Source: an optimization exercise on an open RTL-to-GDS flow (aim: small area). Production flows keep margins and buffers that such runs may drop. The RTL was checked by simulation tests, not by an equivalence proof against the original design. Power is estimated from default activity; no workload was simulated.

--- flow/design.v ---
module deserializador (
    input logic clock,
    input logic clock_en,
    input logic reset,
    input logic ack_in,
    input logic data_in,
    input logic write_in,
    output logic status_out,
    output logic [7:0] data_out
);
    typedef enum logic [1:0]
    {
        AGUARDA = 2'b00,
        RECEBE  = 2'b01,
        PRONTO  = 2'b10,
        ESPERA  = 2'b11
    } state_t;
    state_t state;
    logic [2:0] bits_count;
    assign status_out = (state == ESPERA);
    always_ff @(posedge clock or posedge reset) begin
        if (reset) begin
            state      <= AGUARDA;
            bits_count <= 3'b0;
        end
        else if (clock_en) begin
            case (state)
                AGUARDA: if (write_in) state <= RECEBE;
                RECEBE: begin
                    if (write_in) begin
                        bits_count <= bits_count + 1'b1;
                        if (bits_count == 3'd7) state <= PRONTO;
                    end
                    else state <= AGUARDA;
                end
                PRONTO: state <= ESPERA;
                ESPERA: if (ack_in) state <= AGUARDA;
            endcase
        end
    end
    always_ff @(posedge clock) begin
        if (clock_en && state == RECEBE && write_in)
            data_out <= {data_in, data_out[7:1]};
    end
endmodule
module fila (
    input logic clock,
    input logic clock_en,
    input logic reset,
    input logic enqueue_in,
    input logic dequeue_in,
    input logic [7:0] data_in,
    output logic grew,
    output logic [7:0] len_out,
    output logic [7:0] data_out
);
    typedef enum logic [1:0]
    {
        AGUARDA   = 2'b00,
        ENQUEUE   = 2'b01,
        DEQUEUE   = 2'b10,
        AGUARDA_E = 2'b11       
    } state_t;
    state_t state;
    logic [3:0] len;
    logic [7:0] mem [0:7];      
    logic [7:0] oldest;
    assign len_out = {4'b0, len};
    assign grew    = (state == AGUARDA_E);
    always_comb begin
        case (len[2:0])
            3'd1: oldest = mem[0];
            3'd2: oldest = mem[1];
            3'd3: oldest = mem[2];
            3'd4: oldest = mem[3];
            3'd5: oldest = mem[4];
            3'd6: oldest = mem[5];
            3'd7: oldest = mem[6];
            default: oldest = mem[7];
        endcase
    end
    always_ff @(posedge clock or posedge reset) begin
        if (reset) begin
            state    <= AGUARDA;
            len      <= 4'd0;
            data_out <= 8'b0;
        end
        else if (clock_en) begin
            case (state)
                ENQUEUE: begin
                    len   <= len + 4'd1;
                    state <= AGUARDA_E;
                end
                DEQUEUE: begin
                    data_out <= oldest;
                    len      <= len - 4'd1;
                    state    <= AGUARDA;
                end
                default: begin
                    if (enqueue_in && !len[3])
                        state <= ENQUEUE;
                    else if (dequeue_in && len != 4'd0)
                        state <= DEQUEUE;
                    else
                        state <= AGUARDA;
                end
            endcase
        end
    end
    always_ff @(posedge clock) begin
        if (clock_en && state == ENQUEUE) begin
            mem[0] <= data_in;
            for (int i = 1; i < 8; i++) mem[i] <= mem[i-1];
        end
    end
endmodule
module top_module
(
    input logic clock_1MHz,
    input logic reset,
    input logic data_in,
    input logic write_in,
    input logic dequeue_in,
    output logic status_out,
    output logic [7:0] len_out,
    output logic [7:0] data_out
);
    logic [3:0] c1;
    logic [3:0] c2;
    logic tick_100KHz;
    logic tick_10KHz;
    logic c1_wrap;
    assign c1_wrap     = (c1 == 4'd9);
    assign tick_100KHz = (c1 == 4'd4);
    assign tick_10KHz  = c1_wrap && (c2 == 4'd4);
    always_ff @(posedge clock_1MHz or posedge reset) begin
        if (reset) begin
            c1 <= 4'd0;
            c2 <= 4'd0;
        end
        else begin
            c1 <= c1_wrap ? 4'd0 : c1 + 4'd1;
            if (c1_wrap) c2 <= (c2 == 4'd9) ? 4'd0 : c2 + 4'd1;
        end
    end
    logic       ready;           
    logic [7:0] byte_data;
    logic       ack;
    logic       enqueue;
    logic       grew;
    logic [1:0] sync_ready;
    logic       ready_prev;
    logic [1:0] sync_ack;
    assign status_out = ready;
    assign ack        = sync_ack[1];
    always_ff @(posedge clock_1MHz or posedge reset) begin
        if (reset) begin
            sync_ready <= 2'b0;
            ready_prev <= 1'b0;
            enqueue    <= 1'b0;
        end
        else if (tick_10KHz) begin
            sync_ready <= {sync_ready[0], ready};
            ready_prev <= sync_ready[1];
            enqueue    <= sync_ready[1] && !ready_prev;
        end
    end
    always_ff @(posedge clock_1MHz or posedge reset) begin
        if (reset) begin
            sync_ack <= 2'b0;
        end
        else if (tick_100KHz) begin
            sync_ack <= {sync_ack[0], (|sync_ready) && grew};
        end
    end
    deserializador deserializer
    (
        .clock(clock_1MHz),
        .clock_en(tick_100KHz),
        .reset(reset),
        .ack_in(ack),
        .data_in(data_in),
        .write_in(write_in),
        .status_out(ready),
        .data_out(byte_data)
    );
    fila queue
    (
        .clock(clock_1MHz),
        .clock_en(tick_10KHz),
        .reset(reset),
        .enqueue_in(enqueue),
        .dequeue_in(dequeue_in),
        .data_in(byte_data),
        .grew(grew),
        .len_out(len_out),
        .data_out(data_out)
    );
endmodule
--- flow/config.mk ---
export PLATFORM = sky130hd
export DESIGN_NAME = top_module
export DESIGN_NICKNAME = top_module
export VERILOG_FILES = /design/flow/design.v
export SDC_FILE = /design/flow/constraint.sdc
export NUM_CORES = 4
export LEC_CHECK = 0
export CAP_MARGIN = 20
export CORE_MARGIN = 2
export CORE_UTILIZATION = 40
export SLEW_MARGIN = 20
--- flow/run.sh ---
#!/bin/bash
# synth_recipe.tcl (not shown) runs the flow's synth.tcl, then flattens the netlist and writes it again
# the make line also repeats each setting of config.mk as NAME=value (left out here)
make -C /OpenROAD-flow-scripts/flow DESIGN_CONFIG=/design/flow/config.mk WORK_HOME=/design/flow/orfs CLKGATE_MAP_FILE= SYNTH_SCRIPT=/design/flow/synth_recipe.tcl finish
--- flow/constraint.sdc ---
create_clock -name core_clock -period 5.0 [get_ports {clock_1MHz}]
set_input_delay 1.0000 -clock core_clock [delete_from_list [all_inputs] [get_ports {clock_1MHz}]]
set_output_delay 1.0000 -clock core_clock [all_outputs]
set_load 0.01 [all_outputs]
==> metrics.log, run 1 <==
INFO  metric num_antenna_cells = 0
INFO  metric synth-edff-count = 72
INFO  metric grt_max_degree = 65
INFO  metric chipWidth = between 100 and 150 µm
INFO  metric post_layout_net_count = between 300 and 400
INFO  metric hold-worst-slack = 0.425 ns
INFO  metric timing.fmax = 330 MHz
INFO  metric inst_count_dp = 446
INFO  metric clkTransAtPathRegs = ~0.10 ns
INFO  metric synth-xor-area-share = 1.79%
INFO  metric worst_skew_pair.late_latency = roughly 0.36 ns
INFO  metric initial_core_util = between 40% and 50%
INFO  metric grt_setup_unrepaired = no
INFO  metric report.power.total = 1.58 mW
INFO  metric clock-root-buffer = sky130_fd_sc_hd__clkbuf_8
INFO  metric power_density_over_cell_area = roughly 320 nW/µm²
INFO  metric post_cts_resized = 0
INFO  metric postCtsHoldBufs = 0
INFO  metric syn_area = 4410 µm²
INFO  metric vertical_die_dimension = 109 µm
INFO  metric clock_tree_from_tritoncts = built
INFO  metric numCtsBuffers = 9
INFO  metric first_global_vias = around 2400
INFO  metric fillCellCount = between 900 and 1000
INFO  metric synth_cells = 299
INFO  metric path_delay_family = flip-flops
INFO  metric multi_input_combinational_cell_area = 1270 µm²
INFO  metric layout_commonest_cell = sky130_fd_sc_hd__edfxtp_1
INFO  metric post_synth_fa_ha_maj_area_fraction = 3.40%
INFO  metric post_synth_num_cell_types = 50
INFO  metric share_of_the_synthesized_area_in_compound_gates_ao_oa_aoi_oai = 8.14%
INFO  metric ctsHtreeMaxLevel = 3
INFO  metric global_route_wire_length_before_repair = 11.9 mm
INFO  metric routabilityCongestion = 0.765
INFO  metric seq_power_share = 60.0%
INFO  metric dpl_cell_area = 4680 µm²
INFO  metric antenna_violations_before_repair = 0
INFO  metric total_grt_overflow = 0
INFO  metric main_combinational_cell_family_by_area_after_synthesis = compound AO/OA/AOI/OAI gates
INFO  metric avg_vias_per_cell = 5.03
INFO  metric total_setup_violations_reported_at_the_end_of_the_flow = 0
INFO  metric total_of_buffers_placed_on_input_and_output_ports = 17
INFO  metric relSlewSlack = 36.9%
INFO  metric syn_avg_cell_area = 14.8 µm²
INFO  metric core_utilization_of_the_finished_layout = 45.4%
INFO  metric detailedRoute.firstIterationViolations = roughly 90
INFO  metric finalInstanceArea = 4900 µm²
INFO  metric worst_slack = 1.97 ns
INFO  metric floorplan.core_area = ~11000 µm²
INFO  metric route.antenna.remaining_nets = 0
INFO  metric syn_to_final_growth = 11.1%
INFO  metric yosysSeqAreaShare = 67.7%
INFO  metric path_max_fanout = 29
INFO  metric die_footprint = about 12000 µm²
INFO  metric p_sw_share = 21.1%
INFO  metric setup_tns = 0 ns
INFO  metric async_reset_ff_share = 31.4%
INFO  metric power.static_leakage = roughly 1.8 nW
INFO  metric yosys.area_share.simple = 7.68%
INFO  metric netlist.area_leader.share = 49.0%
INFO  metric max_root_sink_buffers = 2
INFO  metric core.rowCount = 38
INFO  metric timing.setup.critical_path_class = reg -> out
INFO  metric combinational_share_of_power = 4.3%
INFO  metric critical_path.max_stage_delay = 0.97 ns
INFO  metric most-common-layout-cells = sky130_fd_sc_hd__edfxtp_1 (72), sky130_fd_sc_hd__dfrtp_1 (33), sky130_fd_sc_hd__nand2_1 (24)
INFO  metric fin_skew = 0.00838 ns
INFO  metric period_minus_slack = 3.03 ns
INFO  metric cp-start-kind = register
INFO  metric max_cap_violations = 0
INFO  metric post-place-ws = 2.33 ns
INFO  metric globalRouteTotalUtil = 13.2%
INFO  metric switching_power = between 0.3 and 0.4 mW
INFO  metric crit_buf_inv = 1
INFO  metric dr.pass1.iters = 4
INFO  metric critical_path_required = 4.00 ns
INFO  metric max_slew.worst_pin.slew = 0.946 ns
INFO  metric cpMaxStageDelayCell = sky130_fd_sc_hd__dfrtp_1
INFO  metric ys.flop_type = sky130_fd_sc_hd__edfxtp_1
INFO  metric totalWireLength = 7.03 mm
INFO  metric cts_sinks = 105
INFO  metric critical_path_at = 2.03 ns
INFO  metric register_bit_count_reported_by_yosys = about 110
INFO  metric outcome = finished clean
INFO  metric drive_gt1_share = 10.2%
INFO  metric post-cts-setup-buffer-count = 0
INFO  metric critPathCaptureType = primary output
INFO  metric final_cell_count_no_fill = 462
INFO  metric final_hold_vios = 0
INFO  metric report.final.slew_viol_count = 0
INFO  metric drc_errors = 0
INFO  metric worstHoldPathType = reg -> reg
INFO  metric io-pin-count = 22
INFO  metric final_min_period_over_clock_period = between 60% and 70%
INFO  metric synth.top_cells.by_area = sky130_fd_sc_hd__edfxtp_1 (49%), sky130_fd_sc_hd__dfrtp_1 (19%), sky130_fd_sc_hd__ha_1 (3.4%)
INFO  metric pwr-share-clk = 35.7%
INFO  metric ys_warn_count = 4
INFO  metric cell_internal_pwr = 1.25 mW
INFO  metric mux_contribution_to_synthesized_area = 7.23%
INFO  metric routedWlPerCell = 15.2 µm
INFO  metric sequential_cell_area = 2990 µm²
INFO  metric detailedPlacementHpwl = 4.55 mm
INFO  metric vias = 2326
INFO  metric netlist.top_cell.by_area = sky130_fd_sc_hd__edfxtp_1
INFO  metric worstPathCellList = clkdlybuf4s50_1
INFO  metric vdd_ir_drop_max = 213 µV
[logic make-up after synthesis]
logic type	Yosys count
multiplexers	26
AO/OA/AOI/OAI	51
other	1
AND/OR/NAND/NOR	63
adder cells (fa/ha/maj)	12
buffers and inverters	32
flip-flops	105
XOR/XNOR	9
[synth_stat cells, types with 2 or more instances]
cell,number
sky130_fd_sc_hd__buf_4,6
sky130_fd_sc_hd__nor2_1,9
sky130_fd_sc_hd__nand2b_1,9
sky130_fd_sc_hd__xnor2_1,4
sky130_fd_sc_hd__nor2b_1,4
sky130_fd_sc_hd__o21ai_0,12
sky130_fd_sc_hd__xor2_1,5
sky130_fd_sc_hd__a221oi_1,4
sky130_fd_sc_hd__nor3_1,3
sky130_fd_sc_hd__a22o_1,4
sky130_fd_sc_hd__inv_1,16
sky130_fd_sc_hd__o31ai_1,5
sky130_fd_sc_hd__buf_6,2
sky130_fd_sc_hd__nand3b_1,2
sky130_fd_sc_hd__mux2i_1,15
sky130_fd_sc_hd__mux2_2,7
sky130_fd_sc_hd__dfrtp_1,33
sky130_fd_sc_hd__edfxtp_1,72
sky130_fd_sc_hd__nor4b_1,2
sky130_fd_sc_hd__buf_2,4
sky130_fd_sc_hd__o32ai_1,3
sky130_fd_sc_hd__a21oi_1,10
sky130_fd_sc_hd__mux4_2,4
sky130_fd_sc_hd__a211oi_1,4
sky130_fd_sc_hd__nand2_1,24
sky130_fd_sc_hd__ha_1,12
[power by group through the flow]
stage / Sequential [mW] / Combinational [mW] / Clock [mW]
2_1_floorplan: 0.965 / 0.0523 / 0
3_3_place_gp: 0.967 / 0.0675 / 0
6_report: 0.949 / 0.0684 / 0.564
5_1_grt: 0.951 / 0.0815 / 0.613
3_5_place_dp: 0.968 / 0.0706 / 0
4_1_cts: 0.949 / 0.0709 / 0.587
[worst register-to-register path: stages (launching register included)]
cell and delay, ns:
sky130_fd_sc_hd__dfrtp_1 0.42, sky130_fd_sc_hd__nor4b_1 0.44, sky130_fd_sc_hd__nand2_1 0.40, sky130_fd_sc_hd__nor2_4 0.16, sky130_fd_sc_hd__buf_4 0.64
[flip-flops by register name (all words and copies together) (netlist names), 3 cells and up, named ones only]
signal	count
queue.data_out	8
c1	4
deserializer.data_out	8
queue.mem	64
deserializer.bits_count	3
queue.len	4
c2	4
[metal layers]
metal | routed length [µm] | global-route usage (%) | vias to the layer above
met3 | 245 | 3.89 | 11
met1 | 3470 | 18.1 | 1147
li1 | - | - | 1133
met5 | 0 | 0 | -
met4 | 98 | 4.03 | 0
met2 | 3210 | 20.4 | 35
[cell type report]
cell class                 instances  area share, %
clock buffer                       9           2.53
clock inverter                     7           1.89
inverter                          16           1.23
multi-input combinational        165           25.9
sequential                       105           61.0
tap                              140           3.57
timing repair buffer              20           3.93
[worst paths after layout]
check	endpoint	depth (start not counted)	startpoint	slack (ns)
worst min register to register	queue.mem[0][0]	0	deserializer.data_out[0]	0.43
worst min-delay path	queue.mem[0][0]	0	deserializer.data_out[0]	0.43
worst max-delay path	len_out[1]	1	queue.len[1]	1.97
worst max register to register	queue.mem[4][1]	4	c2[0]	2.55
max in group asynchronous	c2[1]	3	reset	3.64
min in group asynchronous	deserializer.state[0]	3	reset	1.03
==> run 2: changes to the inputs <==
==> flow/design.v (replaced) <==
module deserializador (
    input logic clock,
    input logic tick_100KHz,
    input logic tick_10KHz,
    input logic reset,
    input logic data_in,
    input logic write_in,
    input logic accept,
    output logic status_out,
    output logic enq_req,
    output logic enq_window,
    output logic [7:0] data_out
);
    typedef enum logic [1:0]
    {
        AGUARDA = 2'b00,
        RECEBE  = 2'b01,
        PRONTO  = 2'b10,                     
        ESPERA  = 2'b11
    } mode_t;
    mode_t mode;
    logic [2:0] bits_count;
    assign status_out = (mode == ESPERA) || (mode == PRONTO && bits_count[2]);
    assign enq_req    = (mode == ESPERA) && (bits_count == 3'd3);
    assign enq_window = (mode == ESPERA) && (bits_count == 3'd4);
    always_ff @(posedge clock or posedge reset) begin
        if (reset) begin
            mode       <= AGUARDA;
            bits_count <= 3'b0;
        end
        else begin
            case (mode)
                AGUARDA: if (tick_100KHz && write_in) mode <= RECEBE;
                RECEBE: if (tick_100KHz) begin
                    if (write_in) begin
                        bits_count <= bits_count + 1'b1;
                        if (bits_count == 3'd7) mode <= PRONTO;
                    end
                    else mode <= AGUARDA;
                end
                PRONTO: if (tick_100KHz && !bits_count[2]) mode <= ESPERA;
                ESPERA: begin
                    if (bits_count[2] && (bits_count[1] || bits_count[0])) begin
                        if (tick_100KHz) begin
                            bits_count <= bits_count + 1'b1;
                            if (bits_count == 3'd7) mode <= AGUARDA;
                        end
                    end
                    else if (tick_10KHz) begin
                        bits_count <= bits_count + 1'b1;
                        if (bits_count == 3'd3 && !accept) mode <= PRONTO;
                    end
                end
            endcase
        end
    end
    always_ff @(posedge clock) begin
        if (tick_100KHz && mode == RECEBE && write_in)
            data_out <= {data_in, data_out[7:1]};
    end
endmodule
module fila (
    input logic clock,
    input logic clock_en,
    input logic reset,
    input logic enq_req,                     
    input logic enq_window,                  
    input logic dequeue_in,
    input logic [7:0] data_in,
    output logic accept,
    output logic [7:0] len_out,
    output logic [7:0] data_out
);
    logic       deq_state;                   
    logic [3:0] len;
    logic [7:0] ring [0:7];
    logic [2:0] head_pos;
    logic [7:0] oldest;
    logic       write_now;
    logic       deq_now;
    assign len_out   = {4'b0, len};
    assign accept    = !deq_state && !len[3];
    assign write_now = enq_window && (head_pos + len[2:0] == 3'd0);
    assign deq_now   = clock_en && deq_state;
    always_ff @(posedge clock) begin
        ring[0] <= write_now ? data_in : ring[7];
        for (int i = 1; i < 8; i++) ring[i] <= ring[i-1];
        if (head_pos == 3'd0) oldest <= ring[7];
    end
    always_ff @(posedge clock or posedge reset) begin
        if (reset) head_pos <= 3'd0;
        else if (!deq_now) head_pos <= head_pos - 3'd1;
    end
    always_ff @(posedge clock or posedge reset) begin
        if (reset) begin
            deq_state <= 1'b0;
            len       <= 4'd0;
            data_out  <= 8'b0;
        end
        else if (clock_en) begin
            if (deq_state) begin
                data_out  <= oldest;
                len       <= len - 4'd1;
                deq_state <= 1'b0;
            end
            else if (enq_window) begin
                len <= len + 4'd1;
            end
            else if (!(enq_req && !len[3]) && dequeue_in && len != 4'd0) begin
                deq_state <= 1'b1;
            end
        end
    end
endmodule
module top_module
(
    input logic clock_1MHz,
    input logic reset,
    input logic data_in,
    input logic write_in,
    input logic dequeue_in,
    output logic status_out,
    output logic [7:0] len_out,
    output logic [7:0] data_out
);
    logic [3:0] c1;
    logic [3:0] c2;
    logic tick_100KHz;
    logic tick_10KHz;
    logic c1_wrap;
    assign c1_wrap     = (c1 == 4'd9);
    assign tick_100KHz = (c1 == 4'd4);
    assign tick_10KHz  = c1_wrap && (c2 == 4'd4);
    always_ff @(posedge clock_1MHz or posedge reset) begin
        if (reset) begin
            c1 <= 4'd0;
            c2 <= 4'd0;
        end
        else begin
            c1 <= c1_wrap ? 4'd0 : c1 + 4'd1;
            if (c1_wrap) c2 <= (c2 == 4'd9) ? 4'd0 : c2 + 4'd1;
        end
    end
    logic [7:0] byte_data;
    logic       enq_req;
    logic       enq_window;
    logic       accept;
    deserializador deserializer
    (
        .clock(clock_1MHz),
        .tick_100KHz(tick_100KHz),
        .tick_10KHz(tick_10KHz),
        .reset(reset),
        .data_in(data_in),
        .write_in(write_in),
        .accept(accept),
        .status_out(status_out),
        .enq_req(enq_req),
        .enq_window(enq_window),
        .data_out(byte_data)
    );
    fila queue
    (
        .clock(clock_1MHz),
        .clock_en(tick_10KHz),
        .reset(reset),
        .enq_req(enq_req),
        .enq_window(enq_window),
        .dequeue_in(dequeue_in),
        .data_in(byte_data),
        .accept(accept),
        .len_out(len_out),
        .data_out(data_out)
    );
endmodule
--- a/flow/config.mk
+++ b/flow/config.mk
@@ -8,4 +8,5 @@
 export CAP_MARGIN = 20
 export CORE_MARGIN = 2
-export CORE_UTILIZATION = 40
+export CORE_UTILIZATION = 70
+export PLACE_DENSITY = 0.8
 export SLEW_MARGIN = 20
==> metrics.log, run 2 <==
INFO  metric hold_path_end = queue.ring[5][5]
INFO  metric route.antenna.remaining_nets = 0 (unchanged)
INFO  metric die_footprint = 5570 µm² (-53%)
INFO  metric routabilityCongestion = 0.812 (+6.1%)
INFO  metric detailedPlacementHpwl = 3.62 mm (-20%)
INFO  metric critical_path_required = 4.00 ns (about the same)
INFO  metric relSlewSlack = 44.1% (+7.2 points)
INFO  metric dpl_cell_area = 3710 µm² (-21%)
INFO  metric power_density_over_cell_area = 365 nW/µm² (+13%)
INFO  metric worst_slack = 2.36 ns (+0.388 ns)
INFO  metric worstRegToRegCells = 6 (+2)
INFO  metric vias = 1793 (-23%)
INFO  metric cts_sinks = 109 (+3.8%)
INFO  metric number_of_flip_flops_in_the_largest_register = 64 (unchanged)
INFO  metric worst_reg2reg_setup_slack = 2.57 ns (+0.02 ns)
INFO  metric timing.rr.end = queue.ring[0][7]
INFO  metric first_global_vias = 1858 (-22%)
INFO  metric finalInstanceArea = 3920 µm² (-20%)
INFO  metric global_route_wire_length_before_repair = 8.98 mm (-25%)
INFO  metric ctsHtreeMaxLevel = 3 (unchanged)
INFO  metric core_utilization_of_the_finished_layout = 82.5% (+37 points)
INFO  metric max_slew.worst_pin.slew = 0.836 ns (-0.110 ns)
INFO  metric register_bit_count_reported_by_yosys = 109 (+3.8%)
INFO  metric floorplan.core_area = 4750 µm² (-56%)
INFO  metric post_synth_num_cell_types = 41 (-18%)
INFO  metric timing.setup.critical_path_class = reg -> out
INFO  metric timing.fmax = 379 MHz (+15%)
INFO  metric netlist.top_cell.by_area = sky130_fd_sc_hd__dfxtp_1
INFO  metric post_layout_net_count = 277 (-17%)
INFO  metric report.final.slew_viol_count = 0 (unchanged)
INFO  metric most-common-layout-cells = sky130_fd_sc_hd__dfxtp_1 (64), sky130_fd_sc_hd__dfrtp_1 (29), sky130_fd_sc_hd__clkdlybuf4s50_1 (17)
INFO  metric grt_setup_unrepaired = no
INFO  metric max_cap_violations = 0 (unchanged)
INFO  metric syn_avg_cell_area = 14.8 µm² (+0.29%)
INFO  metric async_reset_ff_share = 26.6% (-4.8 points)
INFO  metric netlist.area_leader.share = 36.7% (-12 points)
INFO  metric vertical_die_dimension = 74.6 µm (-32%)
INFO  metric total_grt_overflow = 0 (unchanged)
INFO  metric synth_cells = 236 (-21%)
INFO  metric total_setup_violations_reported_at_the_end_of_the_flow = 0 (unchanged)
INFO  metric post_cts_resized = 0 (unchanged)
INFO  metric fin_skew = 0.00968 ns (+0.00130 ns)
INFO  metric avg_vias_per_cell = 5.40 (+7.3%)
INFO  metric reg2reg_from = queue.len[0]
INFO  metric critical_path_at = 1.64 ns (-0.39 ns)
INFO  metric total_of_buffers_placed_on_input_and_output_ports = 17 (unchanged)
INFO  metric power.static_leakage = 1.69 nW (-3.9%)
INFO  metric final_min_period_over_clock_period = 52.8% (-7.8 points)
INFO  metric postCtsHoldBufs = 0 (unchanged)
INFO  metric clock-root-buffer = sky130_fd_sc_hd__clkbuf_8
INFO  metric yosysSeqAreaShare = 71.2% (+3.5 points)
INFO  metric clock_tree_from_tritoncts = built
INFO  metric antenna_violations_before_repair = 0 (unchanged)
INFO  metric syn_to_final_growth = 12.3%
INFO  metric critPathCaptureType = primary output
INFO  metric io-pin-count = 22 (unchanged)
INFO  metric fillCellCount = 249 (-74%)
INFO  metric grt_max_degree = 30 (-54%)
INFO  metric synth-edff-count = 16 (-78%)
INFO  metric setup_tns = 0 ns (unchanged)
INFO  metric most_flop_heavy_register = queue.ring
INFO  metric core.rowCount = 25 (-34%)
INFO  metric cp-start-kind = register
INFO  metric clkTransAtPathRegs = 0.10 ns (about the same)
INFO  metric ys.flop_type = sky130_fd_sc_hd__dfxtp_1
INFO  metric worstHoldPathType = reg -> reg
INFO  metric totalWireLength = 5.46 mm (-22%)
INFO  metric ys_warn_count = 4 (unchanged)
INFO  metric detailedRoute.firstIterationViolations = 90 (+1.1%)
INFO  metric final_hold_vios = 0 (unchanged)
INFO  metric chipWidth = 74.6 µm (-32%)
INFO  metric routedWlPerCell = 16.4 µm (+8.1%)
INFO  metric layout_commonest_cell = sky130_fd_sc_hd__dfxtp_1
INFO  metric timing.hold.worst_path_depth = 0 (unchanged)
INFO  metric initial_core_util = 73.5% (+33 points)
INFO  metric numCtsBuffers = 9 (unchanged)
INFO  metric dr.pass1.iters = 4 (unchanged)
INFO  metric critical_path.startpoint = deserializer.mode[1]
INFO  metric max_root_sink_buffers = 2 (unchanged)
INFO  metric vdd_ir_drop_max = 426 µV (+100%)
INFO  metric path_max_fanout = 9 (-69%)
INFO  metric startpoint_of_the_tightest_hold_check_path = queue.ring[4][5]
INFO  metric globalRouteTotalUtil = 22.8% (+9.6 points)
INFO  metric netlist_top_cells_count = sky130_fd_sc_hd__dfxtp_1 (64), sky130_fd_sc_hd__dfrtp_1 (29), sky130_fd_sc_hd__edfxtp_1 (16)
INFO  metric post-place-ws = 2.43 ns (+0.0957 ns)
INFO  metric drc_errors = 0 (unchanged)
INFO  metric period_minus_slack = 2.64 ns (-0.388 ns)
INFO  metric worst_skew_pair.late_latency = 0.36 ns (about the same)
INFO  metric drive_gt1_share = 14.7% (+4.5 points)
INFO  metric synth.top_cells.by_area = sky130_fd_sc_hd__dfxtp_1 (37%), sky130_fd_sc_hd__dfrtp_1 (21%), sky130_fd_sc_hd__edfxtp_1 (14%)
INFO  metric syn_area = 3490 µm² (-21%)
INFO  metric post-cts-setup-buffer-count = 0 (unchanged)
INFO  metric post-synth-top-count-cell = sky130_fd_sc_hd__dfxtp_1
INFO  metric outcome = finished clean
INFO  metric num_antenna_cells = 0 (unchanged)
INFO  metric hold-worst-slack = 0.334 ns (-0.0912 ns)
-- run 2: cell types whose count changed in the layout (fill, tap and decap cells not counted), moves of 5 or more --
cell / before / now
sky130_fd_sc_hd__dfxtp_1: 0 / 64
sky130_fd_sc_hd__edfxtp_1: 72 / 16
sky130_fd_sc_hd__nand2_1: 24 / 9
sky130_fd_sc_hd__mux2i_1: 15 / 2
sky130_fd_sc_hd__nand2b_1: 9 / 1
sky130_fd_sc_hd__mux2_1: 0 / 6
sky130_fd_sc_hd__mux2_2: 7 / 12
sky130_fd_sc_hd__o21ai_0: 12 / 7
-- run 2: logic make-up after synthesis --
kind of cell             Yosys count  synth area share [%]
flip-flops                       109                  71.2
XOR/XNOR                          11                  2.76
multiplexers                      21                  6.80
buffers and inverters             21                  2.79
AO/OA/AOI/OAI                     26                  5.44
AND/OR/NAND/NOR                   35                  6.16
adder cells (fa/ha/maj)           12                  4.73
other                              1                 0.107
-- run 2: worst max-delay path by stage --
stage                                     endpoint
after floorplan                   queue.ring[0][0]
after global placement    deserializer.data_out[7]
after detailed placement  deserializer.data_out[7]
after CTS                               status_out
after global routing                    status_out
final                                   status_out
-- run 2: layer usage --
metal | part of all wire (%) | global-route usage, % | up-vias
met3 | 5.3 | 6.96 | 18
met5 | 0 | 0 | -
met4 | 3.1 | 12.7 | 0
met1 | 41 | 26.5 | 869
met2 | 51 | 38.1 | 65
li1 | - | - | 841
-- run 2: where the power goes --
| part | switching, mW | total [mW] | internal (mW) |
|---|---|---|---|
| Combinational | 0.00629 | 0.00908 | 0.00279 |
| Sequential | 0 | 0.889 | 0.889 |
| Clock | 0.294 | 0.535 | 0.240 |
| Total | 0.301 | 1.43 | 1.13 |
-- run 2: metrics by stage --
| step | total power, mW | std cells |
|---|---|---|
| after CTS | 1.44 | 332 |
| after global routing | 1.48 | 332 |
| after floorplan | 0.915 | 239 |
| after detailed placement | 0.918 | 316 |
| final | 1.43 | 332 |
| after global placement | 0.918 | 316 |
-- run 2: critical path: stages (launching register included) --
cell                              delay (ns)
sky130_fd_sc_hd__dfrtp_1                0.49
sky130_fd_sc_hd__inv_1                  0.13
sky130_fd_sc_hd__nor2_1                 0.12
sky130_fd_sc_hd__clkdlybuf4s50_1        0.54
-- run 2: layout make-up --
class / instances / area (µm²) / share of cell area, %
sequential: 109 / 2490 / 63.4
tap: 67 / 83.8 / 2.14
inverter: 14 / 52.6 / 1.34
clock buffer: 9 / 124 / 3.16
clock inverter: 7 / 85.1 / 2.17
multi-input combinational: 109 / 920 / 23.4
timing repair buffer: 17 / 170 / 4.34
==> run 3: changes to the inputs <==
--- a/flow/config.mk
+++ b/flow/config.mk
@@ -8,5 +8,4 @@
 export CAP_MARGIN = 20
 export CORE_MARGIN = 2
-export CORE_UTILIZATION = 70
-export PLACE_DENSITY = 0.8
+export CORE_UTILIZATION = 40
 export SLEW_MARGIN = 20
==> metrics.log, run 3 <==
INFO  metric mux_contribution_to_synthesized_area = 6.81% (unchanged)
INFO  metric max_root_sink_buffers = 2 (unchanged)
INFO  metric avg_vias_per_cell = 4.52 (-16%)
INFO  metric totalWireLength = 4.98 mm (-8.7%)
INFO  metric syn_to_final_growth = 14.1%
INFO  metric netlist.area_leader.share = 36.7% (unchanged)
INFO  metric drive_gt1_share = 14.7% (-0.055 points)
INFO  metric critical_path_required = 4.00 ns (about the same)
INFO  metric numCtsBuffers = 9 (unchanged)
INFO  metric multi_input_combinational_cell_area = 920 µm² (unchanged)
INFO  metric post_synth_fa_ha_maj_area_fraction = 4.73% (unchanged)
INFO  metric power_density_over_cell_area = 362 nW/µm² (-0.91%)
INFO  metric period_minus_slack = 2.64 ns (-0.00274 ns)
INFO  metric main_combinational_cell_family_by_area_after_synthesis = multiplexers
INFO  metric netlist.top_cell.by_area = sky130_fd_sc_hd__dfxtp_1
INFO  metric core_utilization_of_the_finished_layout = 46.4% (-36 points)
INFO  metric core.rowCount = 34 (+36%)
INFO  metric num_antenna_cells = 0 (unchanged)
INFO  metric detailedPlacementHpwl = 3.25 mm (-10%)
INFO  metric ys_warn_count = 4 (unchanged)
INFO  metric route.antenna.remaining_nets = 0 (unchanged)
INFO  metric yosysSeqAreaShare = 71.2% (unchanged)
INFO  metric antenna_violations_before_repair = 0 (unchanged)
INFO  metric total_setup_violations_reported_at_the_end_of_the_flow = 0 (unchanged)
INFO  metric total_grt_overflow = 0 (unchanged)
INFO  metric global_route_wire_length_before_repair = 8.73 mm (-2.8%)
INFO  metric critPathCaptureType = primary output
INFO  metric switching_power = 0.306 mW (+1.8%)
INFO  metric ys.flop_type = sky130_fd_sc_hd__dfxtp_1
INFO  metric vdd_ir_drop_max = 239 µV (-44%)
INFO  metric dr.pass1.iters = 4 (unchanged)
INFO  metric post-synth-top-count-cell = sky130_fd_sc_hd__dfxtp_1
INFO  metric cts_sinks = 109 (unchanged)
INFO  metric fin_skew = 0.0125 ns (+0.00284 ns)
INFO  metric clock-root-buffer = sky130_fd_sc_hd__clkbuf_8
INFO  metric layout_commonest_cell = sky130_fd_sc_hd__dfxtp_1
INFO  metric gr-usage-met1 = 15.8% (-11 points)
INFO  metric most_flop_heavy_register = queue.ring
INFO  metric critical_path_at = 1.64 ns (about the same)
INFO  metric clkTransAtPathRegs = 0.10 ns (about the same)
INFO  metric path_max_fanout = 9 (unchanged)
INFO  metric chipWidth = 97.5 µm (+31%)
INFO  metric io-pin-count = 22 (unchanged)
INFO  metric synth_cells = 236 (unchanged)
INFO  metric syn_area = 3490 µm² (unchanged)
INFO  metric sequential_cell_area = 2490 µm² (unchanged)
INFO  metric grt_max_degree = 30 (unchanged)
INFO  metric async_reset_ff_share = 26.6% (unchanged)
INFO  metric syn_avg_cell_area = 14.8 µm² (unchanged)
INFO  metric die_footprint = 9500 µm² (+70%)
INFO  metric seq_power_share = 61.6% (-0.4 points)
INFO  metric pwr-share-clk = 37.7% (+0.4 points)
INFO  metric relSlewSlack = 37.2% (-6.9 points)
INFO  metric worst_skew_pair.late_latency = 0.36 ns (about the same)
INFO  metric max_slew.worst_pin.slew = 0.940 ns (+0.104 ns)
INFO  metric clock_tree_from_tritoncts = built
INFO  metric vias = 1692 (-5.6%)
INFO  metric p_sw_share = 21.2% (+0.23 points)
INFO  metric post_cts_resized = 0 (unchanged)
INFO  metric globalRouteTotalUtil = 11.8% (-11 points)
INFO  metric grt_setup_unrepaired = no
INFO  metric postCtsHoldBufs = 0 (unchanged)
INFO  metric report.final.slew_viol_count = 0 (unchanged)
INFO  metric post-cts-setup-buffer-count = 0 (unchanged)
INFO  metric detailedRoute.firstIterationViolations = 57 (-37%)
INFO  metric initial_core_util = 40.7% (-33 points)
INFO  metric post_synth_num_cell_types = 41 (unchanged)
INFO  metric routedWlPerCell = 13.3 µm (-19%)
INFO  metric worstHoldPathType = reg -> reg
INFO  metric ctsHtreeMaxLevel = 3 (unchanged)
INFO  metric post_layout_net_count = 278 (+0.36%)
INFO  metric most-common-layout-cells = sky130_fd_sc_hd__dfxtp_1 (64), sky130_fd_sc_hd__dfrtp_1 (29), sky130_fd_sc_hd__clkdlybuf4s50_1 (17)
INFO  metric vertical_die_dimension = 97.5 µm (+31%)
INFO  metric share_of_the_synthesized_area_in_compound_gates_ao_oa_aoi_oai = 5.44% (unchanged)
INFO  metric total_of_buffers_placed_on_input_and_output_ports = 17 (unchanged)
INFO  metric final_hold_vios = 0 (unchanged)
INFO  metric final_min_period_over_clock_period = 52.7% (-0.055 points)
INFO  metric floorplan.core_area = 8590 µm² (+81%)
INFO  metric routabilityCongestion = 0.787 (-3.1%)
INFO  metric number_of_flip_flops_in_the_largest_register = 64 (unchanged)
INFO  metric yosys.area_share.simple = 6.16% (unchanged)
INFO  metric power.static_leakage = 1.70 nW (+0.50%)
INFO  metric outcome = finished clean
INFO  metric timing.fmax = 379 MHz (+0.10%)
INFO  metric synth-xor-area-share = 2.76% (unchanged)
INFO  metric fillCellCount = 751 (+200%)
INFO  metric drc_errors = 0 (unchanged)
INFO  metric timing.setup.critical_path_class = reg -> out
INFO  metric max_cap_violations = 0 (unchanged)
INFO  metric grt_max_usage_layer = met2
INFO  metric cell_internal_pwr = 1.14 mW (+0.39%)
INFO  metric global_routing_usage_on_met2 = 17.8% (-20 points)
INFO  metric synth-edff-count = 16 (unchanged)
INFO  metric setup_tns = 0 ns (unchanged)
INFO  metric cp-start-kind = register
INFO  metric groute.layer.met3.usage = 3.96% (-3.0 points)
INFO  metric combinational_share_of_power = 0.7% (about the same)
INFO  metric first_global_vias = 1745 (-6.1%)
INFO  metric netlist_top_cells_count = sky130_fd_sc_hd__dfxtp_1 (64), sky130_fd_sc_hd__dfrtp_1 (29), sky130_fd_sc_hd__edfxtp_1 (16)
INFO  metric synth.top_cells.by_area = sky130_fd_sc_hd__dfxtp_1 (37%), sky130_fd_sc_hd__dfrtp_1 (21%), sky130_fd_sc_hd__edfxtp_1 (14%)
INFO  metric register_bit_count_reported_by_yosys = 109 (unchanged)
-- run 3: worst max-delay path: stages (launching register included) --
cell and delay (ns):
sky130_fd_sc_hd__dfrtp_1 0.50, sky130_fd_sc_hd__inv_1 0.13, sky130_fd_sc_hd__nor2_1 0.12, sky130_fd_sc_hd__clkdlybuf4s50_1 0.54
-- run 3: routing by layer --
layer,routed length (µm),vias up,share of wire [%]
met5,0,-,0
met4,82,0,1.6
met3,148,9,3.0
met2,2270,20,46
met1,2480,828,50
li1,-,835,-
-- run 3: kinds of logic (layout without fill, tap and decap cells) --
logic type / after synthesis / after routing
flip-flops: 109 / 109
adder cells (fa/ha/maj): 12 / 12
multiplexers: 21 / 21
AO/OA/AOI/OAI: 26 / 26
buffers and inverters: 21 / 48
other: 1 / 4
AND/OR/NAND/NOR: 35 / 35
XOR/XNOR: 11 / 11
-- run 3: worst paths after layout --
path / cells past startpoint / slack (ns) / to / from
worst max-delay path: 3 / 2.36 / status_out / deserializer.mode[1]
max in group asynchronous: 3 / 3.68 / queue.data_out[3] / reset
worst max register to register: 6 / 2.70 / queue.ring[0][2] / queue.len[0]
worst min-delay path: 0 / 0.33 / queue.ring[7][1] / queue.ring[6][1]
worst min register to register: 0 / 0.33 / queue.ring[7][1] / queue.ring[6][1]
min in group asynchronous: 3 / 1.02 / c2[2] / reset
-- run 3: power by group through the flow --
stage          registers (mW)  clock network (mW)  logic [mW]
2_1_floorplan           0.908                   0     0.00710
5_1_grt                 0.889               0.604      0.0119
3_3_place_gp            0.908                   0      0.0108
3_5_place_dp            0.908                   0      0.0107
4_1_cts                 0.889               0.565      0.0107
6_report                0.889               0.543      0.0102
-- run 3: area by class of cell --
class / instances / share of cell area, %
Clock inverter: 7 / 2.23
Tap cell: 108 / 3.39
Clock buffer: 9 / 3.11
Inverter: 14 / 1.32
Timing Repair Buffer: 18 / 4.46
Sequential cell: 109 / 62.4
Multi-Input combinational cell: 109 / 23.1
-- run 3: per-stage QoR --
stage               setup WS (ns)  hold slack (ns)  instance area [µm²]  total power, mW  instances
finish                       2.36            0.333                 3990             1.44        374
global route                 2.28            0.330                 3990             1.51        374
CTS                          2.36            0.331                 3990             1.46        374
detailed placement           2.47            0.312                 3770            0.919        358
global placement             2.50            0.310                 3770            0.919        358
floorplan                    2.93            0.310                 3500            0.915        239

==> what the ideal ports hide <==
The results above use ideal ports. As a check the final layouts listed here were re-extracted and re-timed, cells and wires unchanged.
Step 1 sets driving cells, clkbuf_16 on the clock port and buf_2 on the other inputs (assumed; they add their load-dependent delay and slew).
Step 2 times the ports against the registers' clock, not the clock port: input delays grow and output delays shrink by t, the midpoint of the rising clock arrivals with the driver on.
Three values: ideal ports, drivers, drivers and shift; two values: the first two.
| run | shift t [ns] | setup slack, ns | clock arrival spread, ns |
|---|---|---|---|
| run 1 | 0.386 | 1.972 / 1.942 / 2.328 | 0.009 / 0.008 |
| run 2 | 0.378 | 2.360 / 2.332 / 2.447 | 0.010 / 0.010 |
| run 3 | 0.383 | 2.363 / 2.333 / 2.489 | 0.012 / 0.013 |
After both steps setup and hold are still met in every run listed.
